This design comes from an exercise in tuning for small area, a short achievable clock period and few clock cycles on the open sky130 flow, not from production work. In this exercise RTL edits were held to simulation tests only and were not proved equivalent to the original. Power figures rest on the tool's default switching activity, not on a simulated workload.

`design/flow/run.sh`:
```
#!/bin/bash
# synth_recipe.tcl (not shown) runs the flow's synth.tcl, then flattens the netlist and writes it again
# the make line also repeats each setting of config.mk as NAME=value (left out here)
make -C /OpenROAD-flow-scripts/flow DESIGN_CONFIG=/design/flow/config.mk WORK_HOME=/design/flow/orfs CLKGATE_MAP_FILE= SYNTH_SCRIPT=/design/flow/synth_recipe.tcl finish
```
`design/flow/config.mk`:
```
export PLATFORM = sky130hd
export DESIGN_NAME = DT
export DESIGN_NICKNAME = DT
export VERILOG_FILES = /design/flow/design.v
export SDC_FILE = /design/flow/constraint.sdc
export NUM_CORES = 4
export LEC_CHECK = 0
export CAP_MARGIN = 20
export CORE_MARGIN = 2
export CORE_UTILIZATION = 40
export SLEW_MARGIN = 20
```
`design/flow/constraint.sdc`:
```
create_clock -name core_clock -period 5.0 [get_ports {clk}]
set_input_delay 1.0000 -clock core_clock [delete_from_list [all_inputs] [get_ports {clk}]]
set_output_delay 1.0000 -clock core_clock [all_outputs]
set_load 0.01 [all_outputs]
```
`design/flow/design.v`:
```
`timescale 1ns/10ps
module DT(
	input 			clk,
	input			reset,
	output	reg		done ,
	output	reg		sti_rd ,
	output	reg 	[9:0]	sti_addr ,
	input		[15:0]	sti_di,
	output	reg		res_wr ,
	output	reg		res_rd ,
	output	reg 	[13:0]	res_addr ,
	output		[7:0]	res_do,
	input		[7:0]	res_di,
	output  reg fwpass_finish
	);
localparam OP_INIT  = 3'd0;
localparam OP_W     = 3'd1;    
localparam OP_RD    = 3'd2;    
localparam OP_FETCH = 3'd3;    
localparam OP_F     = 3'd4;    
localparam OP_FIX   = 3'd5;    
localparam OP_DONE  = 3'd6;
reg [2:0] op;
reg       bwd;
reg [1:0] slot;           
reg [5:0] far, mid, near;
reg       vf, vm, vn;
reg [5:0] rdo;
reg       pred, fresh, procd;
assign res_do = {2'b00, rdo};
wire [6:0] arow = res_addr[13:7];
wire [6:0] acol = res_addr[6:0];
wire [3:0] apos = res_addr[3:0];
wire [5:0] di = res_di[5:0];
wire       c_fr = far < rdo;
wire       c_mr = mid < rdo;
wire       c_mf = mid < far;
wire [5:0] mk = (!c_fr && !c_mr) ? rdo : (!c_mf ? far : mid);    
wire [5:0] mk1 = (&mk) ? mk : mk + 6'd1;
wire [5:0] di1 = di + 6'd1;                              
wire       flt = di < rdo;
wire       dlt = flt && (di < far) && (di < mid);
wire [5:0] m1 = dlt ? di1 : mk1;
wire       mz = (mk == 6'd0) || (di == 6'd0);
wire       feq = di == rdo;
wire       zks = (vm && mid == 6'd0) || (vn && near == 6'd0);
wire [1:0] s0 = !vm ? 2'd0 : !vn ? 2'd1 : 2'd2;
wire [6:0] rowp1 = arow + 7'd1;
wire [6:0] rowm1 = arow - 7'd1;
wire [6:0] colp1 = acol + 7'd1;
wire [6:0] colp2 = acol + 7'd2;
wire [6:0] colm1 = acol - 7'd1;
wire [6:0] colm2 = acol - 7'd2;
wire [6:0] colps = (s0 == 2'd0) ? acol : (s0 == 2'd1) ? colp1 : colp2;
wire [6:0] colms = (s0 == 2'd0) ? acol : (s0 == 2'd1) ? colm1 : colm2;
wire [15:0] rb;
genvar gi;
generate for (gi = 0; gi < 16; gi = gi + 1) begin : g_rb
	assign rb[gi] = sti_di[(14 - gi) & 15];
end endgenerate
wire inter_n = (arow != 7'd0) && (arow != 7'd127) && (acol <= 7'd125);
wire objn = inter_n && rb[apos];
wire [15:0] bits;
generate for (gi = 0; gi < 16; gi = gi + 1) begin : g_bits
	assign bits[gi] = sti_di[15-gi];
end endgenerate
wire [15:0] meff = bits & {bits[14:0], 1'b1};
reg [15:0] below;
integer k;
always @(*) begin
	for (k = 0; k < 16; k = k + 1) below[k] = fresh || (k < apos);
end
wire [15:0] cand = meff & below;
reg [3:0] nx;
always @(*) begin
	nx = 4'd0;
	for (k = 0; k < 16; k = k + 1) if (cand[k]) nx = k[3:0];
end
wire any = |cand;
reg [15:0] pre;
always @(*) begin
	pre[0] = 1'b0;
	for (k = 1; k < 16; k = k + 1) pre[k] = pre[k-1] | cand[k-1];
end
wire more = |(cand & pre);
wire [3:0] aposm1 = apos - 4'd1;
wire adj = procd && (fresh ? (apos == 4'd0 && meff[15]) : (apos != 4'd0 && meff[aposm1]));
reg [2:0] n_op; reg n_bwd; reg [1:0] n_slot;
reg [5:0] n_far, n_mid, n_near; reg n_vf, n_vm, n_vn;
reg [5:0] n_rdo; reg n_pred, n_fresh, n_procd;
reg [13:0] n_addr; reg n_rd, n_wr, n_srd; reg [9:0] n_saddr; reg n_done, n_fw;
reg fix;
reg [5:0] rval;
always @(*) begin
	n_op = op; n_bwd = bwd; n_slot = slot;
	n_far = far; n_mid = mid; n_near = near; n_vf = vf; n_vm = vm; n_vn = vn;
	n_rdo = rdo; n_pred = pred; n_fresh = fresh; n_procd = procd;
	n_addr = res_addr; n_rd = 1'b0; n_wr = 1'b0; n_srd = 1'b0; n_saddr = sti_addr;
	n_done = 1'b0; n_fw = 1'b0;
	fix = 1'b0; rval = rdo;
	case (op)
	OP_INIT: begin
		n_bwd = 1'b0; n_op = OP_W; n_wr = 1'b1; n_addr = 14'd0; n_rdo = 6'd0;
		n_saddr = 10'd1; n_vf = 1'b0; n_vm = 1'b0; n_vn = 1'b0;
	end
	OP_W: begin
		if (sti_rd) n_saddr = sti_addr + 10'd1;
		if (res_addr == 14'd16383) begin
			n_op = OP_FETCH; n_bwd = 1'b1; n_srd = 1'b1; n_saddr = 10'd1015;
			n_fresh = 1'b1; n_procd = 1'b0; n_pred = 1'b1;
		end else begin
			n_far = mid; n_mid = near; n_vf = vm; n_vm = vn; n_vn = 1'b0;
			if (objn && !(rdo == 6'd0 || zks)) begin
				n_op = OP_RD; n_slot = s0; n_rd = 1'b1;
				n_addr = {rowm1, colps};
			end else begin
				n_op = OP_W; n_wr = 1'b1; n_rdo = {5'd0, objn};
				n_addr = {(acol == 7'd127) ? rowp1 : arow, colp1};
				n_srd = (apos == 4'he); n_fw = (res_addr == 14'd16382);
			end
		end
	end
	OP_RD: begin
		if (slot == 2'd2) begin
			n_near = di; n_vn = 1'b1;
			n_rdo = m1;
			if (!bwd) begin
				n_op = OP_W; n_wr = 1'b1; n_srd = (apos == 4'h0);
				n_addr = {rowp1, colm1};
			end else begin
				n_op = OP_F; n_rd = 1'b1; n_wr = pred || mz;
				n_addr = {rowm1, colp1};
			end
		end else begin
			if (slot == 2'd0) begin n_far = di; n_vf = 1'b1; end
			else begin n_mid = di; n_vm = 1'b1; end
			n_slot = slot + 2'd1; n_op = OP_RD; n_rd = 1'b1;
			n_addr = {arow, bwd ? colm1 : colp1};
		end
	end
	OP_DONE: begin
		n_done = 1'b1;
	end
	default: begin  
		if (op == OP_F) begin
			n_pred = !flt;
			rval = flt ? di : rdo;
			fix = res_wr ? flt : !(flt || feq);
		end
		n_rdo = rval;
		if (fix) begin
			n_op = OP_FIX; n_wr = 1'b1;
		end else if (any) begin
			n_procd = 1'b1;
			if (!more && sti_addr != 10'd8) begin
				n_srd = 1'b1; n_saddr = sti_addr - 10'd1; n_fresh = 1'b1;
			end else n_fresh = 1'b0;
			if (adj) begin
				n_far = mid; n_mid = near; n_vf = vm; n_vm = vn; n_vn = 1'b0;
			end else begin
				n_vf = 1'b0; n_vm = 1'b0; n_vn = 1'b0;
			end
			if (adj && !zks) begin
				n_op = OP_RD; n_slot = s0; n_rd = 1'b1;
				n_addr = {rowp1, colms};
			end else begin
				n_op = OP_F; n_rd = 1'b1; n_wr = 1'b1; n_rdo = 6'd1; n_addr = {sti_addr, nx};
			end
		end else if (sti_addr == 10'd8) begin
			n_op = OP_DONE; n_done = 1'b1;
		end else begin
			n_op = OP_FETCH; n_srd = 1'b1; n_saddr = sti_addr - 10'd1;
			n_fresh = 1'b1; n_procd = procd && !fresh;
		end
	end
	endcase
end
always @(posedge clk or negedge reset) begin
	if (!reset) begin
		op <= OP_INIT; res_rd <= 1'b0; res_wr <= 1'b0; sti_rd <= 1'b0;
		done <= 1'b0; fwpass_finish <= 1'b0;
	end else begin
		op <= n_op; res_rd <= n_rd; res_wr <= n_wr; sti_rd <= n_srd;
		done <= n_done; fwpass_finish <= n_fw;
	end
end
always @(posedge clk) begin
	bwd <= n_bwd; slot <= n_slot;
	far <= n_far; mid <= n_mid; near <= n_near; vf <= n_vf; vm <= n_vm; vn <= n_vn;
	rdo <= n_rdo; pred <= n_pred; fresh <= n_fresh; procd <= n_procd;
	res_addr <= n_addr; sti_addr <= n_saddr;
end
endmodule
```
==> results.ini, run 1 <==
[outcome]
run_status=complete, no violations

[power]
power_density_nw_per_um2=777
total_power_mw=5.98
vdd_ir_drop_max_uv=330
p_leak_nw=3.06
p_int_mw=3.05
power_frac_comb_pct=63.9
swShare_pct=49.0
seqPwrFrac_pct=24.6
clkPwrFrac_pct=11.5
p_sw_mw=2.93

[clock_network]
clk_pin_slew_ns=0.06
post_cts_resized=0
cts_made_buffers=9
ctsHoldBuffers=0
clockBufferDepth=2
cts_max_level=3
cts_root_buffer=clkbuf_16
insertion_delay_ns=0.35
post-cts-setup-buffers=0
cts.sink_count=64
cts_tree=built

[timing]
finalSetupViolations=0
finalMaxSlewViolations=0
finClkSkew_ns=0.00911
holdWs_ns=0.540
rsz0062_at_grt=false
slew_headroom_pct=31.3
setup-tns-final_ns=0
min_period_ns=4.13
max_clock_freq_ghz=0.242
finalCritPeriodShare_pct=82.6
worstMarginPinSlew_ns=1.02
hold_viol=0

[critical_path]
r2r-start=res_addr[1]
reg2reg_depth=12
reg2reg_to=sti_addr[8]
cp_max_fo=15
endpoint_kind=register
startpoint_type=register
reg2reg_setup_slack_ns=0.87
crit_type=register to register
crit_required_ns=5.05
startpoint=res_addr[1]
arrival_ns=4.18

[die]
core_um2=15900
ios=63
die_height_um=132
die_x_um=132
initial_core_util_pct=41.0
die_area_um2=17400
num_rows=46

[logic_synthesis]
syn_area_um2=6540
synth_cells=784
synth_flop_cell=edfxtp_1
synthArstFlopShare_pct=12.5
synth_cell_types=78
synth_area_per_cell_um2=8.34
seq_area_frac_synth_pct=28.8
synth-edff-count=56
ys_ff_latch=64
yosys.area.top_type=edfxtp_1
yosysWarnings=1
synth_top_cell_area_share_pct=25.7
netlist_top_cells_area=edfxtp_1 26%, ha_1 9.4%, nand2_1 5.9%

[finish]
drive_gt1_share_pct=8.33
final_cells=1056
area_delta_synth_final_pct=17.7
fin_util_pct=48.3
fillerInstances=1570
nets=910
antenna_cells=0

[route]
via_per_inst=6.13
antenna_left=0
wirelength_um=20400
drt_iter0_drc=697
vias=6470
drc=0
wl_per_cell_um=19.3
firstDrtPassIters=6

[placed_design]
dp.cells=1040
numPortBuffers=58
hpwl_um=15200
globalplace.congestion=0.936

[global_route]
grt_max_degree=29
grtUsageTotal_pct=23.5
grt_overflow=0
antenna_found_initial=0
grt_pass1_vias=6140
grt_pass1_wl_um=32900

[worst_hold_path]
min_path_cells=2
holdCritPathClass=register to register
worstHoldEndpoint=mid[5]
min-delay-start=near[5]

[flow_run]
maxCapViolCount=0

## flip-flops by register name (all words and copies together), names as in the netlist
| name | flops |
|---|---|
| pred | 1 |
| fresh | 1 |
| mid | 6 |
| fwpass_finish | 1 |
| slot | 2 |
| vn | 1 |
| near | 6 |
| bwd | 1 |
| res_addr | 14 |
| sti_rd | 1 |
| far | 6 |
| done | 1 |
| res_wr | 1 |
| procd | 1 |
| res_rd | 1 |
| op | 3 |
| rdo | 6 |
| sti_addr | 10 |
| vm | 1 |
## cells in the mapped netlist (10+ instances only)
library cell,instances
a21o_1,12
a21oi_1,41
and3_1,17
clkbuf_1,27
edfxtp_1,56
ha_1,49
inv_1,39
mux2i_1,25
nand2_1,102
nand2b_1,10
nand3_1,37
nor2_1,49
nor2b_1,10
nor3_1,18
nor4_1,10
o21ai_0,59
o22ai_1,12
o31ai_1,11
xnor2_1,14
xor2_1,13
## power by group through the flow
stage | Clock [mW] | Combinational (mW) | Sequential, mW
2_1_floorplan | 0 | 2.74 | 1.28
3_3_place_gp | 0 | 3.67 | 1.46
3_5_place_dp | 0 | 3.76 | 1.47
4_1_cts | 0.699 | 3.78 | 1.46
5_1_grt | 0.716 | 4.20 | 1.52
6_report | 0.687 | 3.82 | 1.47
## cells in the final DEF (no fill, tap or decap), drive strengths merged, types with 11 or more instances in the layout
| cell | instances |
|---|---|
| nor4 | 11 |
| xnor2 | 14 |
| o21ai | 59 |
| nand2 | 102 |
| o22ai | 12 |
| ha | 49 |
| inv | 40 |
| nor2 | 49 |
| edfxtp | 56 |
| a21o | 12 |
| xor2 | 13 |
| buf | 23 |
| a21oi | 41 |
| mux2i | 25 |
| and3 | 17 |
| clkdlybuf4s50 | 58 |
| o31ai | 12 |
| nand3 | 37 |
| nor3 | 18 |
## worst max-delay path: stages (launching register included)
cell      delay, ns
edfxtp_1       0.36
buf_4          0.21
inv_1          0.16
ha_1           0.37
nor2b_1        0.11
o311ai_0       0.73
nand4_1        0.39
nor4_1         0.37
nand2_1        0.08
o21ai_0        0.08
nand4_1        0.19
a211oi_1       0.50
buf_4          0.27
## worst max path at each step
stage / endpoint / slack [ns] / depth (start not counted)
6_report: sti_addr[8] / 0.87 / 12
5_1_grt: sti_addr[8] / 0.54 / 12
4_1_cts: sti_addr[3] / 0.91 / 12
3_5_place_dp: res_addr[11] / 0.79 / 10
3_3_place_gp: res_addr[11] / 0.79 / 12
2_1_floorplan: sti_addr[0] / 1.04 / 13
## logic make-up after synthesis
family                     synth area share, %
buffers and inverters                     5.26
adders and majority gates                 9.69
xor gates and xnor gates                  3.62
other                                   0.0574
and+or+nand+nor                           21.4
AOI/OAI and AO/OA                         24.1
muxes                                     7.10
DFF                                       28.8
## layer usage
| layer | wire (um) | track usage, % |
|---|---|---|
| met5 | 0 | 0 |
| met3 | 1180 | 3.58 |
| met1 | 8830 | 31.3 |
| met2 | 9740 | 38.5 |
| met4 | 602 | 8.82 |
## stage by stage
step	cell area, um2	setup WS, ns
after CTS	7690	0.910
after floorplan	6540	1.04
after global placement	7370	0.795
final	7690	0.871
after detailed placement	7370	0.790
after global routing	7690	0.537
## cell type report
class | count | area (um2) | share of cell area [%]
multi-input cells | 638 | 4310 | 56.1
flip-flops and latches | 64 | 1880 | 24.5
repair buffers | 81 | 753 | 9.79
well taps | 216 | 270 | 3.51
clock buffers | 9 | 225 | 2.93
inverters | 41 | 154 | 2.00
clock inverters | 7 | 96.3 | 1.25
Testbench counts, summed over its fixed seeds: cycles 583,583.
==> inputs of run 2 (changes only) <==
--- a/design/flow/config.mk
+++ b/design/flow/config.mk
@@ -8,4 +8,5 @@
 export CAP_MARGIN = 20
 export CORE_MARGIN = 2
 export CORE_UTILIZATION = 40
+export SETUP_SLACK_MARGIN = 2.0
 export SLEW_MARGIN = 20
==> results.ini, run 2 <==
[outcome]
run_status=complete, no violations

[clock_network]
clk_pin_slew_ns=0.05
cts_made_buffers=9
insertion_delay_ns=0.34
cts_max_level=3
clockBufferDepth=2
cts_tree=built
cts_root_buffer=clkbuf_16
cts.sink_count=64

[finish]
antenna_cells=0
layout_common_cells=98 x nand2_1, 79 x buf_4, 56 x edfxtp_1
drive_gt1_share_pct=29.9
fin_util_pct=57.4
nets=985
final_common_cell=nand2_1
top_register=res_addr
seq_area_um2=1880
largest_reg_flops=14
reg_top3=res_addr (14), sti_addr (10)
fillerInstances=1407
multi_input_area_um2=5160
area_delta_synth_final_pct=40.0
final_cells=1131

[route]
vias=6981
firstDrtPassIters=6
wirelength_um=23100
via_per_inst=6.17
antenna_left=0
drc=0
wl_per_cell_um=20.4
drt_iter0_drc=550

[critical_path]
reg2reg_setup_slack_ns=1.97
crit_type=primary input to register
cp_top_family=compound AO/OA/AOI/OAI gates
endpoint_kind=register
path_depth=11
cp_max_fo=7
crit_chain=buf_8 > ha_4 > a21oi_2 > nand2_1 > a221oi_4 > mux2i_4 > nor2_4 > a211oi_4 > o21a_1 > a21boi_4 > buf_12
r2r-start=res_addr[0]
startpoint_type=primary input
reg2reg_depth=12
crit_buf_inv=2
crit_end=res_addr[11]
crit_required_ns=5.06
reg2reg_to=res_addr[9]
startpoint=res_di[4]
arrival_ns=3.11
max_stage_delay_ns=0.37
crit_slowest_cell=a221oi_4

[placed_design]
numPortBuffers=58
globalplace.congestion=0.863
hpwl_um=15400
dp.cells=1034

[logic_synthesis]
syn_area_um2=6540
seq_area_frac_synth_pct=28.8
synthArstFlopShare_pct=12.5
synth-edff-count=56
synth_cell_types=78
ys_ff_latch=64
yosys.area.top_type=edfxtp_1
synth_top_cell_area_share_pct=25.7
synth_flop_cell=edfxtp_1
yosysWarnings=1
synthTopCellsByCount=102 x nand2_1, 59 x o21ai_0, 56 x edfxtp_1
synth_area_per_cell_um2=8.34
netlist_top_cells_area=edfxtp_1 26%, ha_1 9.4%, nand2_1 5.9%
synth_cells=784
synth_most_common_cell=nand2_1

[timing]
worstMarginPinSlew_ns=0.798
max_clock_freq_ghz=0.328
finalMaxSlewViolations=0
rsz0062_at_grt=true
slew_headroom_pct=46.8
min_period_ns=3.05
finalCritPeriodShare_pct=61.0
finClkSkew_ns=0.00571
finalSetupViolations=0
hold_viol=0
setup-tns-final_ns=0

[die]
core_um2=15900
initial_core_util_pct=41.0
ios=63
num_rows=46
die_height_um=132
die_area_um2=17400
die_x_um=132

[power]
vdd_ir_drop_max_uv=391
power_density_nw_per_um2=849
p_leak_nw=3.59

[global_route]
grt_max_degree=22
grt_overflow=0
antenna_found_initial=0
grt_pass1_wl_um=36200
grtUsageTotal_pct=25.9
grt_pass1_vias=6721

[worst_hold_path]
holdCritPathClass=register to register

[flow_run]
maxCapViolCount=0

==> run 2: per-layer routing <==
layer	part of all wire, %	track usage [%]
met1	42	33.3
met2	48	43.0
met3	6.1	4.19
met4	4.2	11.8
met5	0	0
==> run 2: worst min path at each step <==
stage,start,end,slack [ns],cells after the start
3_5_place_dp,near[5],mid[5],0.53,2
6_report,near[5],mid[5],0.55,2
3_3_place_gp,near[5],mid[5],0.52,2
5_1_grt,near[5],mid[5],0.58,2
2_1_floorplan,near[3],mid[3],0.51,2
4_1_cts,near[5],mid[5],0.55,2
==> run 2: logic make-up after synthesis <==
| group | after synthesis | synth area share (%) |
|---|---|---|
| AOI/OAI and AO/OA | 231 | 24.1 |
| xor gates and xnor gates | 27 | 3.62 |
| adders and majority gates | 51 | 9.69 |
| buffers and inverters | 83 | 5.26 |
| DFF | 64 | 28.8 |
| muxes | 39 | 7.10 |
| other | 1 | 0.0574 |
| and+or+nand+nor | 288 | 21.4 |
==> run 2: where the power goes <==
part / internal, mW / switching, mW
Clock: 0.380 / 0.244
Combinational: 2.67 / 3.03
Sequential: 1.01 / 0.424
Total: 4.06 / 3.70
==> run 2: cell type report <==
cell class	count	share of cell area, %
clock buffer	9	2.46
clock inverter	7	0.684
inverter	41	1.89
multi-input combinational	638	56.4
sequential	64	20.6
tap	216	2.95
timing repair buffer	156	15.1
==> run 2: worst reg2reg max path, delay by kind of cell, from the launching register on <==
| family | cells | cell delay [ns] |
|---|---|---|
| buffers and inverters | 4 | 0.56 |
| AO/OA/AOI/OAI | 3 | 0.60 |
| multiplexers | 1 | 0.50 |
| flip-flops | 1 | 0.34 |
| AND/OR/NAND/NOR | 4 | 0.78 |
==> run 2: timing repair <==
action | in CTS | in global routing
buffers inserted | 69 | 12
hold buffers | 0 | 0
resized for setup | 142 | 68
pin swaps | 26 | 14
setup endpoints to repair | 78 | 73
gates cloned | 0 | 0
==> run 2: per-stage QoR <==
stage	total power [mW]	hold WS [ns]	setup WS (ns)	cell area, um2
finish	7.76	0.547	1.95	9150
global placement	5.51	0.523	0.825	7640
detailed placement	5.61	0.531	0.751	7640
global route	8.25	0.585	1.83	9150
floorplan	4.46	0.508	1.83	6910
CTS	7.19	0.546	1.94	8770
==> inputs of run 3 (changes only) <==
--- a/design/flow/config.mk
+++ b/design/flow/config.mk
@@ -8,5 +8,5 @@
 export CAP_MARGIN = 20
 export CORE_MARGIN = 2
 export CORE_UTILIZATION = 40
-export SETUP_SLACK_MARGIN = 2.0
+export SETUP_SLACK_MARGIN = 2.6
 export SLEW_MARGIN = 20
==> results.ini, run 3 <==
[outcome]
run_status=complete, no violations

[finish]
area_delta_synth_final_pct=57.0
multi_input_area_um2=5450
largest_reg_flops=14
final_common_cell=buf_4
seq_area_um2=1880
antenna_cells=0
nets=1067
layout_common_cells=133 x buf_4, 89 x nand2_1, 56 x edfxtp_1
reg_top3=res_addr (14), sti_addr (10)
drive_gt1_share_pct=40.5
top_register=res_addr
fillerInstances=1265
final_cells=1213

[die]
die_x_um=132
die_height_um=132
initial_core_util_pct=41.0
die_area_um2=17400
ios=63
core_um2=15900
num_rows=46

[placed_design]
dp.cells=1035
numPortBuffers=58
globalplace.congestion=0.869
hpwl_um=15600

[timing]
setup-tns-final_ns=0
worstMarginPinSlew_ns=1.03
slew_headroom_pct=31.3
finalCritPeriodShare_pct=63.6
min_period_ns=3.18
rsz0062_at_grt=true
finClkSkew_ns=0.00735
hold_viol=0
finalSetupViolations=0
finalMaxSlewViolations=0
max_clock_freq_ghz=0.314
holdWs_ns=0.549

[global_route]
antenna_found_initial=0
grt_max_degree=28
grt_pass1_vias=7190
grt_pass1_wl_um=37900
grt_overflow=0
grtUsageTotal_pct=27.2

[clock_network]
clk_pin_slew_ns=0.06
cts_tree=built
cts_root_buffer=clkbuf_16
clockBufferDepth=2
cts_max_level=3
cts_made_buffers=9
ctsHoldBuffers=0
insertion_delay_ns=0.35
cts.sink_count=64

[route]
wl_per_cell_um=20.6
antenna_left=0
drc=0
dr.max_layer_used=met4
vias=7438
via_per_inst=6.13
wl_met2_um=12600
met1Wirelength_um=9920
wirelength_um=25000
drt_iter0_drc=584
firstDrtPassIters=5
dr_wl_met3_um=1480

[power]
vdd_ir_drop_max_uv=419
power_density_nw_per_um2=859
total_power_mw=8.82
p_leak_nw=4.21

[critical_path]
cp_max_fo=7
arrival_ns=3.20
crit_buf_inv=3
startpoint_type=primary input
crit_required_ns=5.02
crit_chain=buf_4 > inv_4 > ha_4 > inv_2 > a21o_1 > a221oi_4 > mux2i_4 > nor2_4 > a211oi_4 > o21a_1 > a21boi_4
crit_type=primary input to register
cp_top_family=compound AO/OA/AOI/OAI gates
reg2reg_setup_slack_ns=1.86
max_stage_delay_ns=0.36
endpoint_kind=register
crit_slowest_cell=mux2i_4

[logic_synthesis]
synthTopCellsByCount=102 x nand2_1, 59 x o21ai_0, 56 x edfxtp_1
ys_ff_latch=64
synth_most_common_cell=nand2_1
synth_flop_cell=edfxtp_1
yosys.area.top_type=edfxtp_1
netlist_top_cells_area=edfxtp_1 26%, ha_1 9.4%, nand2_1 5.9%
yosysWarnings=1
seq_area_frac_synth_pct=28.8
synth_cell_types=78
synth_cells=784
synth-edff-count=56
syn_area_um2=6540
synth_top_cell_area_share_pct=25.7
synthArstFlopShare_pct=12.5
synth_area_per_cell_um2=8.34

[worst_hold_path]
holdCritPathClass=register to register

[flow_run]
maxCapViolCount=0

## run 3: cell counts after synthesis
Identical to the previous run, type by type.
## run 3: layer usage
layer,track usage (%),vias to the layer above
met4,12.8,0
met1,33.7,3667
met5,0,-
li1,-,3382
met3,4.19,71
met2,46.5,318
## run 3: logic make-up after synthesis
kind of cell    Yosys count  share of synthesized area (%)
fa+ha+maj                51                           9.69
flops                    64                           28.8
buf+inv                  83                           5.26
xor+xnor                 27                           3.62
other cells               1                         0.0574
mux                      39                           7.10
simple gates            288                           21.4
compound gates          231                           24.1
## run 3: tightest hold or removal path, cell delays in order (launching register included)
cell,delay (ns)
edfxtp_1,0.34
nand2_1,0.05
nand2_1,0.05
## run 3: worst paths after layout
kind | to | cells past startpoint | start
min | mid[5] | 2 | near[5]
max in group asynchronous | op[0] | 1 | reset
max reg2reg | sti_addr[4] | 13 | res_addr[0]
max | res_addr[12] | 11 | res_di[0]
min in group asynchronous | done | 1 | reset
min reg2reg | mid[5] | 2 | near[5]
## run 3: area by class of cell
type / count / area share, %
clock inverter: 7 / 0.841
clock buffer: 9 / 2.19
sequential: 64 / 18.4
timing repair buffer: 238 / 21.2
inverter: 41 / 1.71
multi-input combinational: 638 / 53.1
tap: 216 / 2.63
## run 3: what timing repair did
| item | 4_1_cts | 5_1_grt |
|---|---|---|
| setup endpoints to repair | 116 | 99 |
| resized for setup | 264 | 91 |
| pin swaps | 51 | 41 |
| setup buffers | 105 | 56 |
| gates cloned | 1 | 0 |
## run 3: power breakdown
group	leakage [nW]	switching [mW]	internal [mW]	total (mW)
logic	3.40	3.51	3.32	6.82
clock network	0.154	0.248	0.432	0.680
registers	0.659	0.302	1.01	1.31
## run 3: per-stage QoR
stage	worst slack (ns)	util [%]	instance area (um2)
2_1_floorplan	1.83	-	6950
3_3_place_gp	0.864	48.2	7680
3_5_place_dp	0.822	48.2	7680
4_1_cts	1.84	58.9	9390
5_1_grt	1.78	64.4	10300
6_report	1.82	64.4	10300
==> inputs of run 4 (changes only) <==
--- a/design/flow/config.mk
+++ b/design/flow/config.mk
@@ -8,5 +8,5 @@
 export CAP_MARGIN = 20
 export CORE_MARGIN = 2
 export CORE_UTILIZATION = 40
-export SETUP_SLACK_MARGIN = 2.6
+export SETUP_SLACK_MARGIN = 3.2
 export SLEW_MARGIN = 20
==> results.ini, run 4 <==
[outcome]
run_status=complete, no violations

[route]
wl_met2_um=13100
drt_iter0_drc=643
dr.max_layer_used=met4
via_per_inst=6.12
wirelength_um=26100
wl_per_cell_um=20.9
firstDrtPassIters=8
met1Wirelength_um=10100
antenna_left=0
drc=0
dr_wl_met3_um=1650
vias=7623

[timing]
worstMarginPinSlew_ns=1.08
rsz0062_at_grt=true
finClkSkew_ns=0.0127
finalCritPeriodShare_pct=62.4
hold_viol=0
setup-tns-final_ns=0
slew_headroom_pct=27.5
max_clock_freq_ghz=0.321
finalSetupViolations=0
min_period_ns=3.12
finalMaxSlewViolations=0

[finish]
final_cells=1245
top_register=res_addr
nets=1099
fin_util_pct=66.5
final_common_cell=buf_4
largest_reg_flops=14
area_delta_synth_final_pct=62.1
layout_common_cells=127 x buf_4, 99 x buf_6, 86 x nand2_1
reg_top3=res_addr (14), sti_addr (10)
final_cell_area_um2=10600
antenna_cells=0
drive_gt1_share_pct=46.6

[critical_path]
arrival_ns=3.18
crit_required_ns=5.06
cp_max_fo=10
endpoint_kind=register
reg2reg_setup_slack_ns=1.88
startpoint_type=register
crit_type=register to register

[die]
num_rows=46
core_um2=15900
die_height_um=132
die_x_um=132
initial_core_util_pct=41.0
ios=63
die_area_um2=17400

[clock_network]
cts_max_level=3
cts_root_buffer=clkbuf_16
cts_tree=built
cts_made_buffers=9
clk_pin_slew_ns=0.06
clockBufferDepth=2
insertion_delay_ns=0.35
cts.sink_count=64

[global_route]
grt_pass1_wl_um=38800
grt_pass1_vias=7223
antenna_found_initial=0
grt_max_degree=22
grt_overflow=0
grtUsageTotal_pct=28.1

[power]
vdd_ir_drop_max_uv=446
power_density_nw_per_um2=858
p_leak_nw=4.37

[logic_synthesis]
synth-edff-count=56
synth_top_cell_area_share_pct=25.7
syn_area_um2=6540
ys_ff_latch=64
yosysWarnings=1
synth_cells=784
synth_most_common_cell=nand2_1
yosys.area.top_type=edfxtp_1
seq_area_frac_synth_pct=28.8
netlist_top_cells_area=edfxtp_1 26%, ha_1 9.4%, nand2_1 5.9%
synth_area_per_cell_um2=8.34
synthArstFlopShare_pct=12.5
synth_flop_cell=edfxtp_1
synthTopCellsByCount=102 x nand2_1, 59 x o21ai_0, 56 x edfxtp_1
synth_cell_types=78

[placed_design]
placed_cell_area_um2=7770
hpwl_um=15600
dp.cells=1033
globalplace.congestion=0.901
numPortBuffers=58

[worst_hold_path]
holdCritPathClass=register to register

[flow_run]
maxCapViolCount=0

## run 4: cells by family after synthesis
family                   count (synthesis)  synth area share (%)
AO/OA/AOI/OAI                          231                  24.1
XOR/XNOR                                27                  3.62
adder cells (fa/ha/maj)                 51                  9.69
buffers and inverters                   83                  5.26
flip-flops                              64                  28.8
multiplexers                            39                  7.10
other                                    1                0.0574
AND/OR/NAND/NOR                        288                  21.4
## run 4: worst paths after layout
path | start | end | cells after the start
max | res_addr[0] | sti_addr[2] | 13
min | near[3] | mid[3] | 2
max reg2reg | res_addr[0] | sti_addr[2] | 13
min reg2reg | near[3] | mid[3] | 2
max in group asynchronous | reset | op[0] | 1
min in group asynchronous | reset | fwpass_finish | 1
## run 4: what timing repair did
| action | CTS | global route |
|---|---|---|
| resized for setup | 408 | 103 |
| endpoints found under the setup margin | 148 | 133 |
| cloned | 1 | 0 |
| hold buffers | 0 | 0 |
| setup buffers | 148 | 47 |
| pin swaps | 52 | 31 |
## run 4: final cells by class
cell class              instances  area, um2
clock buffers                   9        225
repair buffers                269       2470
clock inverters                 7        119
fillers                      1232       5350
flip-flops and latches         64       1890
well taps                     216        270
inverters                      41        190
multi-input cells             638       5430
repair inverters                1       3.75
## run 4: stage by stage
stage                     total power [mW]  setup slack [ns]  hold slack, ns
final                                 9.09              1.88           0.559
after global routing                  9.58              1.62           0.614
after CTS                             8.12              1.92           0.558
after detailed placement              5.74             0.782           0.543
after global placement                5.63             0.858           0.523
after floorplan                       4.59              1.83           0.508
## run 4: layer usage
layer | up-vias | global-route usage, %
met4 | 0 | 12.8
li1 | 3452 | -
met5 | - | 0
met1 | 3708 | 33.8
met2 | 375 | 49.4
met3 | 88 | 4.27
## run 4: where the power goes
| part | leakage (nW) | total (mW) | switching, mW | internal [mW] |
|---|---|---|---|---|
| clock network | 0.164 | 0.744 | 0.256 | 0.488 |
| registers | 0.657 | 1.28 | 0.265 | 1.01 |
| logic | 3.55 | 7.07 | 3.61 | 3.46 |
## run 4: worst max-delay path, cell delays in order, from the launching register on
cell	delay, ns
edfxtp_1	0.42
buf_12	0.17
inv_8	0.05
ha_4	0.16
or3b_4	0.40
o21ai_2	0.16
nand4_1	0.24
nor4_1	0.32
nand2_1	0.08
o21ai_0	0.08
nand4_1	0.13
buf_6	0.16
a211oi_4	0.26
buf_12	0.18
==> inputs of run 5 (changes only) <==
--- a/design/flow/design.v
+++ b/design/flow/design.v
@@ -89,15 +89,39 @@
 reg [5:0] n_far, n_mid, n_near; reg n_vf, n_vm, n_vn;
 reg [5:0] n_rdo; reg n_pred, n_fresh, n_procd;
 reg [13:0] n_addr; reg n_rd, n_wr, n_srd; reg [9:0] n_saddr; reg n_done, n_fw;
-reg fix;
-reg [5:0] rval;
+reg [2:0] np_op; reg [1:0] np_slot;
+reg np_vf, np_vm, np_sh, np_fresh, np_procd, np_one;
+reg [13:0] np_addr; reg np_rd, np_wr, np_srd, np_done;
+always @(*) begin
+	np_op = OP_FETCH; np_slot = s0; np_vf = 1'b0; np_vm = 1'b0; np_sh = 1'b0;
+	np_fresh = 1'b1; np_procd = procd && !fresh; np_one = 1'b0;
+	np_addr = res_addr; np_rd = 1'b0; np_wr = 1'b0; np_srd = 1'b0; np_done = 1'b0;
+	if (any) begin
+		np_procd = 1'b1;
+		np_fresh = !more && sti_addr != 10'd8;
+		np_srd = np_fresh;
+		np_sh = adj;
+		np_vf = adj && vm; np_vm = adj && vn;
+		np_rd = 1'b1;
+		if (adj && !zks) begin
+			np_op = OP_RD; np_addr = {rowp1, colms};
+		end else begin
+			np_op = OP_F; np_wr = 1'b1; np_one = 1'b1; np_addr = {sti_addr, nx};
+		end
+	end else if (sti_addr == 10'd8) begin
+		np_op = OP_DONE; np_done = 1'b1; np_fresh = fresh; np_procd = procd;
+	end else begin
+		np_srd = 1'b1;
+	end
+end
+wire fix = (op == OP_F) && (res_wr ? flt : !(flt || feq));
+wire [5:0] rval = (op == OP_F && flt) ? di : rdo;
 always @(*) begin
 	n_op = op; n_bwd = bwd; n_slot = slot;
 	n_far = far; n_mid = mid; n_near = near; n_vf = vf; n_vm = vm; n_vn = vn;
 	n_rdo = rdo; n_pred = pred; n_fresh = fresh; n_procd = procd;
 	n_addr = res_addr; n_rd = 1'b0; n_wr = 1'b0; n_srd = 1'b0; n_saddr = sti_addr;
 	n_done = 1'b0; n_fw = 1'b0;
-	fix = 1'b0; rval = rdo;
 	case (op)
 	OP_INIT: begin
 		n_bwd = 1'b0; n_op = OP_W; n_wr = 1'b1; n_addr = 14'd0; n_rdo = 6'd0;
@@ -142,35 +166,19 @@
 		n_done = 1'b1;
 	end
 	default: begin  
-		if (op == OP_F) begin
-			n_pred = !flt;
-			rval = flt ? di : rdo;
-			fix = res_wr ? flt : !(flt || feq);
-		end
-		n_rdo = rval;
+		if (op == OP_F) n_pred = !flt;
 		if (fix) begin
-			n_op = OP_FIX; n_wr = 1'b1;
-		end else if (any) begin
-			n_procd = 1'b1;
-			if (!more && sti_addr != 10'd8) begin
-				n_srd = 1'b1; n_saddr = sti_addr - 10'd1; n_fresh = 1'b1;
-			end else n_fresh = 1'b0;
-			if (adj) begin
-				n_far = mid; n_mid = near; n_vf = vm; n_vm = vn; n_vn = 1'b0;
-			end else begin
-				n_vf = 1'b0; n_vm = 1'b0; n_vn = 1'b0;
+			n_op = OP_FIX; n_wr = 1'b1; n_rdo = rval;
+		end else begin
+			n_op = np_op; n_slot = np_slot; n_addr = np_addr;
+			n_rd = np_rd; n_wr = np_wr; n_srd = np_srd; n_done = np_done;
+			n_fresh = np_fresh; n_procd = np_procd;
+			n_rdo = np_one ? 6'd1 : rval;
+			if (np_srd) n_saddr = sti_addr - 10'd1;
+			if (any) begin
+				n_vf = np_vf; n_vm = np_vm; n_vn = 1'b0;
+				if (np_sh) begin n_far = mid; n_mid = near; end
 			end
-			if (adj && !zks) begin
-				n_op = OP_RD; n_slot = s0; n_rd = 1'b1;
-				n_addr = {rowp1, colms};
-			end else begin
-				n_op = OP_F; n_rd = 1'b1; n_wr = 1'b1; n_rdo = 6'd1; n_addr = {sti_addr, nx};
-			end
-		end else if (sti_addr == 10'd8) begin
-			n_op = OP_DONE; n_done = 1'b1;
-		end else begin
-			n_op = OP_FETCH; n_srd = 1'b1; n_saddr = sti_addr - 10'd1;
-			n_fresh = 1'b1; n_procd = procd && !fresh;
 		end
 	end
 	endcase
--- a/design/flow/config.mk
+++ b/design/flow/config.mk
@@ -8,5 +8,5 @@
 export CAP_MARGIN = 20
 export CORE_MARGIN = 2
 export CORE_UTILIZATION = 40
-export SETUP_SLACK_MARGIN = 3.2
+export SETUP_SLACK_MARGIN = 2.0
 export SLEW_MARGIN = 20
==> results.ini, run 5 <==
[timing]
worstMarginPinSlew_ns=0.638
finalMaxSlewViolations=0
finClkSkew_ns=0.00996
finalCritPeriodShare_pct=69.6
finalSetupViolations=0
hold_viol=0
max_clock_freq_ghz=0.287
setup-tns-final_ns=0
slew_headroom_pct=57.0
rsz0062_at_grt=true
min_period_ns=3.48

[finish]
drive_gt1_share_pct=27.7
seq_area_um2=1890
area_delta_synth_final_pct=41.6
layout_common_cells=95 x nand2_1, 83 x buf_4, 58 x nor2_1
nets=999
final_common_cell=nand2_1
multi_input_area_um2=4990
fillerInstances=1398
fin_util_pct=58.1
largest_reg_flops=14
antenna_cells=0
top_register=res_addr
reg_top3=res_addr (14), sti_addr (10)

[critical_path]
arrival_ns=3.56
startpoint_type=register
cp_max_fo=5
crit_required_ns=5.08
crit_chain=buf_6 > ha_4 > o21a_1 > o21ai_2 > a221oi_2 > o221ai_1 > buf_4 > buf_6 > mux2i_4 > ha_4 > nand3_2 > nor2_1 > mux2_4 > mux2i_4 > mux2_4 > mux2i_1 > o22ai_1
crit_slowest_cell=edfxtp_1
crit_type=register to register
endpoint_kind=register
max_stage_delay_ns=0.43

[global_route]
grt_pass1_vias=6654
grt_max_degree=25
use_met3_pct=4.69
grt_overflow=0
grtUsageTotal_pct=25.9
gr-usage-met1_pct=33.8
antenna_found_initial=0
grt_busiest_layer=met2
grt_pass1_wl_um=36400
gr-usage-met2_pct=43.3

[logic_synthesis]
synth_most_common_cell=nand2_1
synth_top_cell_area_share_pct=25.7
syn_area_um2=6540
yosys.area.top_type=edfxtp_1
synth_area_per_cell_um2=8.38
synth_cells=780
ys_ff_latch=64
seq_area_frac_synth_pct=28.8
synthTopCellsByCount=103 x nand2_1, 60 x nor2_1, 56 x edfxtp_1
synthArstFlopShare_pct=12.5
synth_cell_types=79
synth_flop_cell=edfxtp_1
yosysWarnings=1
synth-edff-count=56
netlist_top_cells_area=edfxtp_1 26%, ha_1 9.6%, nand2_1 5.9%

[clock_network]
clockBufferDepth=2
insertion_delay_ns=0.34
cts_tree=built
clk_pin_slew_ns=0.06
cts_made_buffers=9
cts_root_buffer=clkbuf_16
cts_max_level=3
cts.sink_count=64

[route]
drc=0
firstDrtPassIters=6
vias=7037
wl_per_cell_um=20.4
drt_iter0_drc=706
antenna_left=0
via_per_inst=6.15
wirelength_um=23400

[placed_design]
numPortBuffers=58
globalplace.congestion=0.903
hpwl_um=15400

[flow_run]
maxCapViolCount=0

[die]
die_area_um2=17400
initial_core_util_pct=41.0
num_rows=46
core_um2=15900
die_x_um=132
die_height_um=132
ios=63

[power]
vdd_ir_drop_max_uv=181
power_density_nw_per_um2=152
p_leak_nw=3.86

[worst_hold_path]
holdCritPathClass=register to register

[outcome]
run_status=complete, no violations

## run 5: timing repair
item | in CTS | in global routing
buffers inserted | 67 | 35
pin swaps | 30 | 31
hold buffers | 0 | 0
gates resized for setup | 138 | 47
cloned | 2 | 2
endpoints found under the setup margin | 79 | 75
## run 5: final timing paths
path / startpoint / end / slack [ns] / depth (start not counted)
max in group asynchronous: reset / op[0] / 3.72 / 1
min in group asynchronous: reset / done / 0.95 / 1
min reg2reg: pred / res_wr / 0.53 / 2
min: pred / res_wr / 0.53 / 2
max reg2reg: mid[2] / rdo[1] / 1.52 / 17
max: mid[2] / rdo[1] / 1.52 / 17
## run 5: kinds of logic (layout without fill, tap and decap cells)
kind of cell               count (synthesis)  count (layout)  share of synthesized area (%)
AOI/OAI and AO/OA                        216             218                           22.6
buffers and inverters                     83             228                           5.47
DFF                                       64              64                           28.8
adders and majority gates                 51              51                           9.72
xor gates and xnor gates                  35              35                           4.69
muxes                                     41              41                           7.40
and+or+nand+nor                          289             289                           21.3
other                                      1               2                         0.0573
## run 5: through the flow
stage                     area [um2]  instances  total power, mW  hold slack (ns)  setup WS [ns]
after floorplan                 6820        781            0.653            0.501           1.53
after global placement          7510       1022            0.704            0.519          0.709
after detailed placement        7510       1022            0.705            0.526          0.697
after CTS                       8770       1107             1.40            0.538           1.51
after global routing            9260       1144             1.45            0.577           1.36
final                           9260       1144             1.41            0.534           1.52
## run 5: critical path, delay by kind of cell, from the launching register on
kind | cells | cell delay [ns]
compound gates | 5 | 0.67
fa+ha+maj | 2 | 0.44
buf+inv | 3 | 0.46
flops | 1 | 0.43
mux | 5 | 1.09
simple gates | 2 | 0.11
## run 5: layout make-up
cell class | count | area share (%)
Clock buffer | 11 | 2.51
Clock inverter | 5 | 0.878
Inverter | 40 | 1.77
Multi-Input combinational cell | 636 | 53.9
Sequential cell | 64 | 20.4
Tap cell | 216 | 2.92
Timing Repair Buffer | 172 | 17.6
## run 5: report_power, final
| part | internal, mW | switching, mW | leakage [nW] | total (mW) |
|---|---|---|---|---|
| combinational | 0.0730 | 0.0825 | 3.09 | 0.156 |
| clock | 0.437 | 0.244 | 0.150 | 0.680 |
| sequential | 0.576 | 0 | 0.624 | 0.576 |
| total | 1.09 | 0.326 | 3.86 | 1.41 |
## run 5: metal layers
metal | share of wire [%] | vias to the layer above
met3 | 6.7 | 66
met2 | 48 | 323
met5 | 0 | -
met4 | 3.3 | 0
li1 | - | 3210
met1 | 42 | 3438
Testbench counts of run 5, summed over its fixed seeds: cycles 583,583.
==> inputs of run 6 (changes only) <==
--- a/design/flow/design.v
+++ b/design/flow/design.v
@@ -35,14 +35,19 @@
 wire       c_fr = far < rdo;
 wire       c_mr = mid < rdo;
 wire       c_mf = mid < far;
-wire [5:0] mk = (!c_fr && !c_mr) ? rdo : (!c_mf ? far : mid);    
-wire [5:0] mk1 = (&mk) ? mk : mk + 6'd1;
+wire       sel_r = !c_fr && !c_mr;
+wire       sel_f = !sel_r && !c_mf;
+wire [5:0] mk = sel_r ? rdo : (sel_f ? far : mid);        
+wire [5:0] rdo1 = (&rdo) ? rdo : rdo + 6'd1;
+wire [5:0] far1 = (&far) ? far : far + 6'd1;
+wire [5:0] mid1 = (&mid) ? mid : mid + 6'd1;
+wire [5:0] mk1 = sel_r ? rdo1 : (sel_f ? far1 : mid1);
 wire [5:0] di1 = di + 6'd1;                              
 wire       flt = di < rdo;
+wire       fgt = rdo < di;
 wire       dlt = flt && (di < far) && (di < mid);
 wire [5:0] m1 = dlt ? di1 : mk1;
 wire       mz = (mk == 6'd0) || (di == 6'd0);
-wire       feq = di == rdo;
 wire       zks = (vm && mid == 6'd0) || (vn && near == 6'd0);
 wire [1:0] s0 = !vm ? 2'd0 : !vn ? 2'd1 : 2'd2;
 wire [6:0] rowp1 = arow + 7'd1;
@@ -65,26 +70,37 @@
 	assign bits[gi] = sti_di[15-gi];
 end endgenerate
 wire [15:0] meff = bits & {bits[14:0], 1'b1};
+integer k;
 reg [15:0] below;
-integer k;
 always @(*) begin
 	for (k = 0; k < 16; k = k + 1) below[k] = fresh || (k < apos);
 end
 wire [15:0] cand = meff & below;
-reg [3:0] nx;
-always @(*) begin
-	nx = 4'd0;
-	for (k = 0; k < 16; k = k + 1) if (cand[k]) nx = k[3:0];
-end
-wire any = |cand;
-reg [15:0] pre;
-always @(*) begin
-	pre[0] = 1'b0;
-	for (k = 1; k < 16; k = k + 1) pre[k] = pre[k-1] | cand[k-1];
-end
-wire more = |(cand & pre);
-wire [3:0] aposm1 = apos - 4'd1;
-wire adj = procd && (fresh ? (apos == 4'd0 && meff[15]) : (apos != 4'd0 && meff[aposm1]));
+wire [7:0] a1, m1t; wire [7:0] i1;
+wire [3:0] a2, m2; wire [7:0] i2;
+wire [1:0] a3, m3; wire [5:0] i3;
+generate for (gi = 0; gi < 8; gi = gi + 1) begin : g_t1
+	assign a1[gi] = cand[2*gi+1] | cand[2*gi];
+	assign m1t[gi] = cand[2*gi+1] & cand[2*gi];
+	assign i1[gi] = cand[2*gi+1];
+end endgenerate
+generate for (gi = 0; gi < 4; gi = gi + 1) begin : g_t2
+	assign a2[gi] = a1[2*gi+1] | a1[2*gi];
+	assign m2[gi] = m1t[2*gi+1] | m1t[2*gi] | (a1[2*gi+1] & a1[2*gi]);
+	assign i2[2*gi+1] = a1[2*gi+1];
+	assign i2[2*gi] = a1[2*gi+1] ? i1[2*gi+1] : i1[2*gi];
+end endgenerate
+generate for (gi = 0; gi < 2; gi = gi + 1) begin : g_t3
+	assign a3[gi] = a2[2*gi+1] | a2[2*gi];
+	assign m3[gi] = m2[2*gi+1] | m2[2*gi] | (a2[2*gi+1] & a2[2*gi]);
+	assign i3[3*gi+2] = a2[2*gi+1];
+	assign i3[3*gi+1:3*gi] = a2[2*gi+1] ? i2[4*gi+3:4*gi+2] : i2[4*gi+1:4*gi];
+end endgenerate
+wire any = a3[1] | a3[0];
+wire more = m3[1] | m3[0] | (a3[1] & a3[0]);
+wire [3:0] nx = a3[1] ? {1'b1, i3[5:3]} : {1'b0, i3[2:0]};
+wire [15:0] msh = {meff[14:0], 1'b0};
+wire adj = procd && (fresh ? (apos == 4'd0 && meff[15]) : msh[apos]);
 reg [2:0] n_op; reg n_bwd; reg [1:0] n_slot;
 reg [5:0] n_far, n_mid, n_near; reg n_vf, n_vm, n_vn;
 reg [5:0] n_rdo; reg n_pred, n_fresh, n_procd;
@@ -114,7 +130,7 @@
 		np_srd = 1'b1;
 	end
 end
-wire fix = (op == OP_F) && (res_wr ? flt : !(flt || feq));
+wire fix = (op == OP_F) && (res_wr ? flt : fgt);
 wire [5:0] rval = (op == OP_F && flt) ? di : rdo;
 always @(*) begin
 	n_op = op; n_bwd = bwd; n_slot = slot;
==> results.ini, run 6 <==
[timing]
finalMaxSlewViolations=0
hold_viol=0
rsz0062_at_grt=true
max_clock_freq_ghz=0.328
finalCritPeriodShare_pct=60.9
setup-tns-final_ns=0
finalSetupViolations=0
worstMarginPinSlew_ns=0.607
min_period_ns=3.05
finClkSkew_ns=0.00658
final.setup.worst_slack_ns=1.95
slew_headroom_pct=59.5

[placed_design]
place_ws_ns=0.838
hpwl_um=16100
globalplace.congestion=0.851
numPortBuffers=58
placed_cell_area_um2=7580

[critical_path]
startpoint=sti_di[0]
crit_required_ns=5.04
endpoint_kind=register
crit_chain=dlygate4sd2_1 > and3_4 > o21bai_4 > nand3b_1 > buf_6 > or2_1 > o21bai_2 > a221oi_4 > o221a_4
cp_max_fo=5
reg2reg_to=sti_addr[0]
r2r-start=res_addr[0]
crit_type=primary input to register
arrival_ns=3.09
reg2reg_setup_slack_ns=1.98
startpoint_type=primary input
reg2reg_depth=11
max_stage_delay_ns=0.42
crit_slowest_cell=a221oi_4
crit_buf_inv=2
cp_top_family=compound AO/OA/AOI/OAI gates

[clock_network]
cts_tree=built
cts_made_buffers=9
cts_root_buffer=clkbuf_16
cts_max_level=3
insertion_delay_ns=0.34
cts.sink_count=64
clockBufferDepth=2
clk_pin_slew_ns=0.06

[flow_run]
maxCapViolCount=0

[finish]
largest_reg_flops=14
nets=1018
final_cell_area_um2=9020
top_register=res_addr
area_delta_synth_final_pct=33.8
layout_common_cells=88 x nand2_1, 78 x buf_4, 56 x edfxtp_1
final_common_cell=nand2_1
reg_top3=res_addr (14), sti_addr (10)
drive_gt1_share_pct=23.4
antenna_cells=0

[logic_synthesis]
ys_ff_latch=64
synth_top_cell_area_share_pct=24.9
synthArstFlopShare_pct=12.5
synth_cells=817
synth_cell_types=79
netlist_top_cells_area=edfxtp_1 25%, ha_1 10%, nand2_1 5.2%
synth_most_common_cell=nand2_1
yosysWarnings=1
yosys.area.top_type=edfxtp_1
synthTopCellsByCount=93 x nand2_1, 60 x nor2_1, 56 x edfxtp_1, 56 x o21ai_0, 54 x ha_1
synth-edff-count=56
syn_area_um2=6740
synth_area_per_cell_um2=8.25
synth_flop_cell=edfxtp_1
seq_area_frac_synth_pct=27.9

[worst_hold_path]
holdCritPathClass=register to register
min_path_cells=2
worstHoldEndpoint=mid[3]
min-delay-start=near[3]

[power]
power_density_nw_per_um2=784
p_int_mw=3.69
p_leak_nw=3.58
swShare_pct=47.8
total_power_mw=7.07
clkPwrFrac_pct=9.8
power_frac_comb_pct=68.8
seqPwrFrac_pct=21.4
p_sw_mw=3.38
vdd_ir_drop_max_uv=363

[global_route]
grt_max_degree=26
grtUsageTotal_pct=25.9
grt_pass1_wl_um=36500
antenna_found_initial=0
grt_overflow=0
grt_pass1_vias=6677

[route]
via_per_inst=6.12
drt_iter0_drc=580
drc=0
wl_per_cell_um=20.3
firstDrtPassIters=6
antenna_left=0
vias=7117
wirelength_um=23600

[outcome]
run_status=complete, no violations

[die]
die_x_um=134
core_um2=16500
initial_core_util_pct=40.8
num_rows=47
die_area_um2=17900
die_height_um=134
ios=63

[run 6: changes by cell type after synthesis, sizes merged, moves of 5 or more]
cell | previous run | this run
nand2 | 103 | 93
or3 | 4 | 13
inv | 40 | 45
and3 | 10 | 5
o22ai | 10 | 15
xor2 | 16 | 8
nand3 | 35 | 41
a211oi | 12 | 7
o21ai | 42 | 56
[run 6: layer usage]
metal	GRT usage [%]	up-vias	wire, um
li1	-	3327	-
met1	34.3	3387	10100
met2	42.3	336	11100
met3	4.01	67	1580
met4	10.4	0	821
met5	0	-	0
[run 6: timing repair]
action	CTS	global route
setup endpoints to repair	88	68
cloned	2	1
pin swaps	28	30
buffers inserted	52	26
resized for setup	128	48
hold buffers	0	0
[run 6: layout make-up]
class | instances | area, um2
clock buffer | 9 | 225
clock inverter | 7 | 95.1
fill | 1522 | 7510
inverter | 46 | 190
multi-input combinational | 665 | 4990
sequential | 64 | 1880
tap | 220 | 275
timing repair buffer | 151 | 1350
timing repair inverter | 1 | 5.00
[run 6: power by group through the flow]
stage / sequential [mW] / combinational [mW] / clock [mW]
after floorplan: 1.33 / 2.79 / 0
after global placement: 1.60 / 3.70 / 0
after detailed placement: 1.60 / 3.71 / 0
after CTS: 1.53 / 4.39 / 0.697
after global routing: 1.55 / 5.27 / 0.724
final: 1.51 / 4.87 / 0.695
[run 6: cells by family (layout without fill, tap and decap cells)]
family / after synthesis / after routing / synth area share [%]
other: 1 / 2 / 0.0556
muxes: 36 / 36 / 5.92
xor gates and xnor gates: 28 / 28 / 3.64
adders and majority gates: 54 / 54 / 10.0
AOI/OAI and AO/OA: 248 / 249 / 25.1
DFF: 64 / 64 / 27.9
buffers and inverters: 90 / 214 / 5.88
and+or+nand+nor: 296 / 296 / 21.4
[run 6: worst max-delay path by stage]
stage | endpoint | cells past startpoint | slack, ns
after floorplan | sti_addr[0] | 12 | 1.88
after global placement | res_addr[11] | 9 | 0.86
after detailed placement | res_addr[11] | 9 | 0.84
after CTS | sti_addr[7] | 9 | 1.94
after global routing | res_addr[8] | 11 | 1.87
final | sti_addr[0] | 9 | 1.95
[run 6: tightest hold or removal path, cell delays in order (launching register included)]
cell,delay [ns]
edfxtp_1,0.34
nand2_1,0.05
nand2_1,0.06
[run 6: stage by stage]
| stage | std cells | hold WS (ns) | util [%] |
|---|---|---|---|
| floorplan | 818 | 0.517 | - |
| global placement | 1066 | 0.536 | 45.9 |
| detailed placement | 1066 | 0.546 | 45.9 |
| CTS | 1136 | 0.561 | 52.2 |
| global route | 1163 | 0.617 | 54.6 |
| finish | 1163 | 0.561 | 54.6 |
Testbench counts of run 6, summed over its fixed seeds: cycles 583,583.
==> inputs of run 7 (changes only) <==
--- a/design/flow/config.mk
+++ b/design/flow/config.mk
@@ -8,5 +8,5 @@
 export CAP_MARGIN = 20
 export CORE_MARGIN = 2
 export CORE_UTILIZATION = 40
-export SETUP_SLACK_MARGIN = 2.0
+export SETUP_SLACK_MARGIN = 2.4
 export SLEW_MARGIN = 20
==> results.ini, run 7 <==
[outcome]
run_status=complete, no violations

[route]
wl_per_cell_um=21.0
via_per_inst=6.19
firstDrtPassIters=5
drc=0
antenna_left=0
drt_iter0_drc=625
wirelength_um=25100
vias=7393

[clock_network]
insertion_delay_ns=0.35
cts_made_buffers=9
clockBufferDepth=2
cts_tree=built
ctsHoldBuffers=0
cts.sink_count=64
cts_max_level=3
cts_root_buffer=clkbuf_16
clk_pin_slew_ns=0.06

[global_route]
grt_max_degree=26
grt_overflow=0
grt_pass1_wl_um=38900
antenna_found_initial=0
grt_pass1_vias=7130
grtUsageTotal_pct=27.6

[logic_synthesis]
synth-edff-count=56
synth_cell_types=79
synth_flop_cell=edfxtp_1
synthTopCellsByCount=93 x nand2_1, 60 x nor2_1, 56 x edfxtp_1, 56 x o21ai_0, 54 x ha_1
synth_area_per_cell_um2=8.25
synth_top_cell_area_share_pct=24.9
ys_ff_latch=64
synth_cells=817
yosysWarnings=1
synthArstFlopShare_pct=12.5
seq_area_frac_synth_pct=27.9
netlist_top_cells_area=edfxtp_1 25%, ha_1 10%, nand2_1 5.2%
synth_most_common_cell=nand2_1
yosys.area.top_type=edfxtp_1
syn_area_um2=6740

[die]
num_rows=47
core_um2=16500
initial_core_util_pct=40.8
ios=63
die_area_um2=17900
die_x_um=134
die_height_um=134

[finish]
final_common_cell=buf_4
reg_top3=res_addr (14), sti_addr (10)
fillerInstances=1418
drive_gt1_share_pct=28.9
top_register=res_addr
largest_reg_flops=14
nets=1049
area_delta_synth_final_pct=42.5
seq_area_um2=1880
layout_common_cells=95 x buf_4, 81 x nand2_1, 56 x edfxtp_1
antenna_cells=0
multi_input_area_um2=5190

[critical_path]
startpoint=res_addr[0]
reg2reg_depth=11
startpoint_type=register
crit_end=res_addr[8]
endpoint_kind=register
arrival_ns=3.14
cp_max_fo=8
crit_required_ns=5.10
reg2reg_setup_slack_ns=1.96
reg2reg_to=res_addr[8]
r2r-start=res_addr[0]
crit_type=register to register

[placed_design]
place_ws_ns=0.832
globalplace.congestion=0.919
hpwl_um=16500
numPortBuffers=58

[timing]
finClkSkew_ns=0.00583
final.setup.worst_slack_ns=1.96
finalSetupViolations=0
finalMaxSlewViolations=0
slew_headroom_pct=53.6
hold_viol=0
setup-tns-final_ns=0
finalCritPeriodShare_pct=60.8
min_period_ns=3.04
worstMarginPinSlew_ns=0.690
rsz0062_at_grt=true
max_clock_freq_ghz=0.329

[flow_run]
maxCapViolCount=0

[power]
power_density_nw_per_um2=795
p_leak_nw=3.87
vdd_ir_drop_max_uv=367

[worst_hold_path]
holdCritPathClass=register to register

run 7: worst min-delay path by stage:
stage	slack, ns	start	cells after the start	endpoint
finish	0.55	near[2]	2	mid[2]
global route	0.58	near[2]	2	mid[2]
CTS	0.55	near[2]	2	mid[2]
detailed placement	0.54	near[2]	2	mid[2]
global placement	0.53	near[2]	2	mid[2]
floorplan	0.52	near[2]	2	mid[2]
run 7: metrics by stage:
stage / hold slack, ns / total power [mW] / utilization [%] / cell area, um2 / cells
after floorplan: 0.517 / 4.21 / - / 6970 / 818
after detailed placement: 0.537 / 5.44 / 46.4 / 7670 / 1064
final: 0.553 / 7.63 / 58.1 / 9600 / 1194
after global placement: 0.532 / 5.34 / 46.4 / 7670 / 1064
after CTS: 0.551 / 7.07 / 54.5 / 9010 / 1148
after global routing: 0.582 / 8.10 / 58.1 / 9600 / 1194
run 7: timing repair:
item | in CTS | in global routing
gates cloned | 2 | 0
resized for setup | 187 | 58
setup endpoints to repair | 98 | 98
pin swaps | 43 | 41
buffers inserted | 66 | 46
run 7: routing by layer:
| metal | global-route usage, % | vias to the layer above | share of wire [%] |
|---|---|---|---|
| li1 | - | 3403 | - |
| met1 | 33.8 | 3587 | 40 |
| met2 | 47.3 | 329 | 49 |
| met3 | 4.01 | 74 | 5.9 |
| met4 | 14.5 | 0 | 4.2 |
| met5 | 0 | - | 0 |
run 7: critical path, stage by stage, from the launching register on:
cell and delay, ns:
edfxtp_1 0.49, buf_4 0.17, buf_6 0.13, mux4_2 0.49, or3_1 0.36, nand4_1 0.14
nor4_4 0.08, and2_4 0.23, a22oi_4 0.24, buf_12 0.15, nor3_2 0.04, a211o_1 0.26
run 7: kinds of logic (layout without fill, tap and decap cells):
| group | Yosys count | in the layout | share of synthesized area (%) |
|---|---|---|---|
| mux | 36 | 36 | 5.92 |
| xor+xnor | 28 | 28 | 3.64 |
| other cells | 1 | 2 | 0.0556 |
| flops | 64 | 64 | 27.9 |
| compound gates | 248 | 249 | 25.1 |
| simple gates | 296 | 296 | 21.4 |
| buf+inv | 90 | 245 | 5.88 |
| fa+ha+maj | 54 | 54 | 10.0 |
run 7: report_power, final:
part / switching (mW) / internal, mW
logic: 2.90 / 2.47
clock network: 0.264 / 0.488
registers: 0.471 / 1.03
run 7: layout make-up:
cell class,count,share of cell area [%]
repair inverters,1,0.0782
clock buffers,9,2.35
multi-input cells,665,54.0
repair buffers,182,17.8
flip-flops and latches,64,19.6
clock inverters,7,1.24
inverters,46,2.10
well taps,220,2.87
==> inputs of run 8 (changes only) <==
--- a/design/flow/config.mk
+++ b/design/flow/config.mk
@@ -7,6 +7,8 @@
 export LEC_CHECK = 0
 export CAP_MARGIN = 20
 export CORE_MARGIN = 2
-export CORE_UTILIZATION = 40
-export SETUP_SLACK_MARGIN = 2.4
+export CORE_UTILIZATION = 65
+export CTS_BUF_LIST = sky130_fd_sc_hd__clkbuf_8
+export CTS_CLUSTER_SIZE = 40
+export SETUP_SLACK_MARGIN = 2.0
 export SLEW_MARGIN = 20
==> results.ini, run 8 <==
[outcome]
run_status=complete, no violations

[logic_synthesis]
yosys.area_share.simple_pct=21.4
ys_ff_latch=64
synth_cell_types=79
synth_fa_ha_area_share_pct=10.0
syn_area_um2=6740
synth_most_common_cell=nand2_1
netlist_top_cells_area=edfxtp_1 25%, ha_1 10%, nand2_1 5.2%
seq_area_frac_synth_pct=27.9
synth_cells=817
yosys.area.top_type=edfxtp_1
synth_mux_area_share_pct=5.92
yosysWarnings=1
synth_top_family_by_area=compound AO/OA/AOI/OAI gates
synthTopCellsByCount=93 x nand2_1, 60 x nor2_1, 56 x edfxtp_1, 56 x o21ai_0, 54 x ha_1
synth_top_cell_area_share_pct=24.9
synth_xor_area_share_pct=3.64
synthArstFlopShare_pct=12.5
synth_compound_area_share_pct=25.1
synth_flop_cell=edfxtp_1
synth-edff-count=56
synth_area_per_cell_um2=8.25

[timing]
finalMaxSlewViolations=0
finalCritPeriodShare_pct=61.6
setup-tns-final_ns=0
finClkSkew_ns=0.0215
max_clock_freq_ghz=0.325
slew_headroom_pct=42.6
finalSetupViolations=0
hold_viol=0
holdWs_ns=0.555
min_period_ns=3.08
rsz0062_at_grt=true
worstMarginPinSlew_ns=0.854

[critical_path]
crit_type=register to register
endpoint_kind=register
arrival_ns=3.29
path_common_cell=inv_1
crit_chain=inv_1 > nor2_1 > nand2b_1 > inv_1 > nand2_1 > clkinvlp_4 > a22oi_4 > buf_4 > buf_6 > o221a_2 > o22ai_1
crit_slowest_cell=dfrtp_2
cp_max_fo=16
max_stage_delay_ns=0.59
startpoint_type=register
crit_required_ns=5.21

[clock_network]
clk_pin_slew_ns=0.10
insertion_delay_ns=0.38
cts_tree=built
ctsHoldBuffers=0
cts_made_buffers=9
clockBufferDepth=2
cts.sink_count=64
cts_root_buffer=clkbuf_8
cts_max_level=3

[finish]
seq_area_um2=1880
fin_util_pct=83.9
layout_common_cells=89 x nand2_1, 59 x buf_4, 56 x edfxtp_1
final_cells=1058
top_register=res_addr
antenna_cells=0
reg_top3=res_addr (14), sti_addr (10)
area_delta_synth_final_pct=26.7
largest_reg_flops=14
nets=997
fillerInstances=595
final_common_cell=nand2_1
multi_input_area_um2=4890
drive_gt1_share_pct=20.1

[die]
num_rows=37
core_um2=10200
die_height_um=106
die_x_um=106
ios=63
initial_core_util_pct=66.2
die_area_um2=11200

[global_route]
grt_busiest_layer=met2
antenna_found_initial=0
grt_pass1_vias=7095
grt_pass1_wl_um=36000
grt_max_degree=28
grt_overflow=0
gr-usage-met1_pct=49.3
grtUsageTotal_pct=40.5
use_met3_pct=6.86
gr-usage-met2_pct=67.2

[placed_design]
dp.cells=974
numPortBuffers=58
hpwl_um=15400
globalplace.congestion=0.951

[route]
via_per_inst=7.28
wirelength_um=24600
wl_per_cell_um=23.2
drt_iter0_drc=1476
antenna_left=0
drc=0
firstDrtPassIters=6
vias=7699

[power]
p_leak_nw=3.44
power_density_nw_per_um2=809
vdd_ir_drop_max_uv=490

[flow_run]
maxCapViolCount=0

[worst_hold_path]
holdCritPathClass=register to register

-- run 8: changes by cell type in the layout (fill, tap and decap cells not counted), moves of 5 or more --
cell,change
a21oi_1,+7
a21oi_2,-7
buf_4,-36
buf_6,-12
clkbuf_16,-8
clkbuf_8,+9
clkdlybuf4s15_2,-7
nand2_1,+8
nand2_2,-5
nor2_1,+7
o21ai_0,+6
o21ai_1,-5
-- run 8: cell families (layout without fill, tap and decap cells) --
kind of cell / Yosys count / count (layout)
AND/OR/NAND/NOR: 296 / 296
AO/OA/AOI/OAI: 248 / 249
buffers and inverters: 90 / 193
flip-flops: 64 / 64
adder cells (fa/ha/maj): 54 / 54
multiplexers: 36 / 36
XOR/XNOR: 28 / 28
other: 1 / 2
-- run 8: stage by stage --
step	instance area [um2]	worst slack, ns	power [mW]
after floorplan	6850	1.88	4.11
after global placement	7410	0.782	5.12
after detailed placement	7410	0.738	5.25
after CTS	8050	1.96	6.16
after global routing	8540	1.84	7.23
final	8540	1.92	6.91
-- run 8: routing by layer --
metal	part of all wire, %	wire [um]
met2	46	11300
met5	0	0
met1	35	8680
met4	7.9	1950
met3	11	2650
-- run 8: where the power goes --
part / switching, mW / total, mW / internal [mW]
Clock: 0.240 / 0.467 / 0.227
Sequential: 0.488 / 1.52 / 1.03
Combinational: 2.77 / 4.92 / 2.16
-- run 8: path summary, 6_finish.rpt --
kind                       cells past startpoint  slack, ns       endpoint  startpoint
setup / recovery                              11       1.92   res_addr[10]       op[1]
hold / removal                                 2       0.56         mid[2]     near[2]
setup reg to reg                              11       1.92   res_addr[10]       op[1]
hold reg to reg                                2       0.56         mid[2]     near[2]
max in group asynchronous                      1       3.72         res_wr       reset
min in group asynchronous                      1       0.93  fwpass_finish       reset
-- run 8: cell type report --
class                      count  area share, %
multi-input combinational    665           57.3
sequential                    64           22.0
timing repair buffer         131           14.3
inverter                      46           2.20
tap                          136           1.99
clock buffer                   9           1.45
clock inverter                 7          0.747
-- run 8: timing repair --
action | 4_1_cts | 5_1_grt
resized for setup | 104 | 66
pin swaps | 24 | 25
setup buffers | 34 | 31
hold endpoints to repair | 0 | 0
gates cloned | 2 | 1
endpoints found under the setup margin | 87 | 69
-- run 8: worst max-delay path, delay by kind of cell (launching register included) --
kind                   cells  cell delay (ns)
buffers and inverters      5             0.97
and+or+nand+nor            3             0.89
AOI/OAI and AO/OA          3             0.45
DFF                        1             0.59

## afterwards: timing with drivers on the ports
The flow's constraints put no driver on any port. The routed layouts listed below were extracted and timed again, unchanged, in two steps.
Step 1 assumes that a clkbuf_16 drives the clock port and a buf_2 every other input.
Step 2 moves the port delays by t, midway between the first and last clock arrival at a register: inputs arrive t later, outputs are due t later. That takes back most of the time a late clock gives input paths.
Three values: ideal ports, drivers, drivers and shift; two values: the first two.
| run | t, ns | setup slack, ns | worst register clock-pin slew, ns |
|---|---|---|---|
| run 1 | 0.385 | 0.871 / 0.871 / 0.713 | 0.06 / 0.06 |
| run 2 | 0.382 | 1.949 / 1.952 / 1.571 | 0.06 / 0.06 |
| run 3 | 0.390 | 1.819 / 1.832 / 1.442 | 0.06 / 0.06 |
| run 4 | 0.384 | 1.880 / 1.880 / 1.536 | 0.06 / 0.06 |
| run 5 | 0.378 | 1.519 / 1.519 / 1.456 | 0.06 / 0.06 |
| run 6 | 0.375 | 1.953 / 1.948 / 1.573 | 0.06 / 0.06 |
| run 7 | 0.394 | 1.959 / 1.959 / 1.589 | 0.06 / 0.06 |
| run 8 | 0.406 | 1.920 / 1.920 / 1.544 | 0.10 / 0.10 |
After both steps every run listed still meets setup and hold. The setup slack of run 6, which loses most, moves by -0.005 ns with the drivers and by -0.380 ns with both steps.
